This design comes from an exercise in tuning for small area on the open sky130 flow, not from production work. Function was checked by simulation only, so behaviour that the tests miss may differ from the original. Power is estimated from default activity; no workload was simulated.

## run a
Design gate_sip_soc, start of the top module:
module gate_sip_soc (
    input  wire        TCK,
    input  wire        TMS,
    input  wire        TDI,
    input  wire        TRST_N,
    output wire        TDO,
    input  wire [7:0]  func_in_die0,
    output wire [7:0]  func_out_die0,
    input  wire [7:0]  func_in_die1,
    output wire [7:0]  func_out_die1,
    input  wire [7:0]  func_in_die2,
    output wire [7:0]  func_out_die2,
    input  wire        scan_in,
    output wire        scan_out_die0,
    output wire        scan_out_die1,
    output wire        scan_out_die2,
    output wire [7:0]  security_status_die0,
    output wire [7:0]  security_status_die1,
    output wire [7:0]  security_status_die2,
    output wire [2:0]  tamper_detected
);
Size in the first run: ~190 flip-flops, roughly 7600 µm² of cells after synthesis.
export LEC_CHECK = 0
export CAP_MARGIN = 20
export CORE_MARGIN = 2
export CORE_UTILIZATION = 65
export SLEW_MARGIN = 20
create_clock -name core_clock -period 10.0 [get_ports {TCK}]
standard.sh (not shown) runs the stock make flow with config.mk's settings and CLKGATE_MAP_FILE= SYNTH_SCRIPT=/design/flow/synth_recipe.tcl, a recipe that flattens the netlist after the stock synthesis.
==> flow/flow/run.sh <==
#!/bin/bash
# Own layout flow: the standard flow (standard.sh) with these changes:
#  - synthesis: ABC maps with flow/area.abc (area-oriented: compress2rs-style resynthesis, then amap) instead of the speed script;
#    the rest of the synthesis script is synth_recipe.tcl unchanged;
#  - the port buffers are the smallest buffer (buf_1) instead of clkdlybuf4s50_1;
#  - the clock tree uses small clock buffers and no dummy loads.
# The make output goes to flow_make.log; each ORFS step logs under orfs/logs/.
set -euo pipefail
HERE=$(pwd)
{ head -n 1 synth_recipe.tcl
  sed "s|@ABC_SCRIPT@|$HERE/flow/area.abc|" flow/abc_override.tcl
  tail -n +2 synth_recipe.tcl; } > own_synth.tcl
sed "s|SYNTH_SCRIPT=[^ ]*|SYNTH_SCRIPT=$HERE/own_synth.tcl|" standard.sh > own_standard.sh
export BUFFER_PORTS_ARGS="-buffer_cell sky130_fd_sc_hd__buf_1"
export CTS_ARGS="-sink_clustering_enable -repair_clock_nets -dont_use_dummy_load -buf_list {sky130_fd_sc_hd__clkbuf_8} -root_buf sky130_fd_sc_hd__clkbuf_8"
bash own_standard.sh > flow_make.log 2>&1
==> flow/flow/abc_override.tcl <==
# Own synthesis: ABC maps the logic with an area-oriented script (flow/area.abc) in place of
# ORFS's speed script, and without the o22ai cells (amap pairs them with an inverter per
# input where an a22o does the same job in less area). Everything else is the standard
# synthesis, so the registers are the same.
proc abc {args} {
  set i [lsearch -exact $args -script]
  if {$i >= 0} { lset args [expr {$i + 1}] @ABC_SCRIPT@ }
  yosys abc {*}$args -dont_use sky130_fd_sc_hd__o22ai_1 -dont_use sky130_fd_sc_hd__o22ai_2 -dont_use sky130_fd_sc_hd__o22ai_4
}
==> flow/flow/area.abc <==
strash
balance -l
resub -K 6 -l
rewrite -l
resub -K 6 -N 2 -l
refactor -l
resub -K 8 -l
balance -l
resub -K 8 -N 2 -l
rewrite -l
resub -K 10 -l
rewrite -z -l
resub -K 10 -N 2 -l
balance -l
resub -K 12 -l
refactor -z -l
resub -K 12 -N 2 -l
rewrite -z -l
balance -l
dc2
dch -f
amap -E 0.01
topo
#### Input delta (run b over run a)
diff --git a/flow/flow/run.sh b/flow/flow/run.sh
--- a/flow/flow/run.sh
+++ b/flow/flow/run.sh
@@ -1,5 +1,5 @@
 #!/bin/bash
 # Own layout flow: the standard flow (standard.sh) with these changes:
-#  - synthesis: ABC maps with flow/area.abc (area-oriented: compress2rs-style resynthesis, then amap) instead of the speed script;
+#  - synthesis: ABC maps with flow/area.abc (area-oriented) instead of the speed script;
 #    the rest of the synthesis script is synth_recipe.tcl unchanged;
 #  - the port buffers are the smallest buffer (buf_1) instead of clkdlybuf4s50_1;
==> flow/flow/area.abc <==
strash
dc2
dch -f
amap
topo
Notes after the runs:
Between run a and run b, the cell leakage power is higher for run b. [run b vs run a] number of cells on the critical path: higher in run b. As far as async set-reset flop share out of synthesis goes, run b and run a are indistinguishable; the numbers are identical. Combinational share of power ended up 1.5 points lower on run b than on run a. Of run a and run b, the run reporting the higher overall routing resource usage was run a.

[afterwards: timing with drivers on the ports]
In the flow no input, the clock included, has a driving cell. The finished layouts below were timed again as built, in two steps. Step 1, drivers: a clkbuf_16 drives TCK and a buf_2 each remaining input, both assumed. Step 2 times the ports against the registers' clock, not the clock port: input delays grow and output delays shrink by t, the midpoint of the rising clock arrivals with the driver on. Slacks: ideal / step 1 / step 2; pairs: ideal / step 1.
run	shift t [ns]	setup WS [ns]	worst hold slack (ns)	clock arrival spread, ns
run a	0.481	4.619 / 4.594 / 4.594	0.384 / 0.384 / 0.384	0.025 / 0.025
run b	0.479	4.794 / 4.771 / 4.771	0.388 / 0.388 / 0.388	0.020 / 0.020
After both steps every run listed still meets setup and hold. The setup slack of run a, which loses most, moves by -0.025 ns with the drivers and by -0.025 ns with both steps.
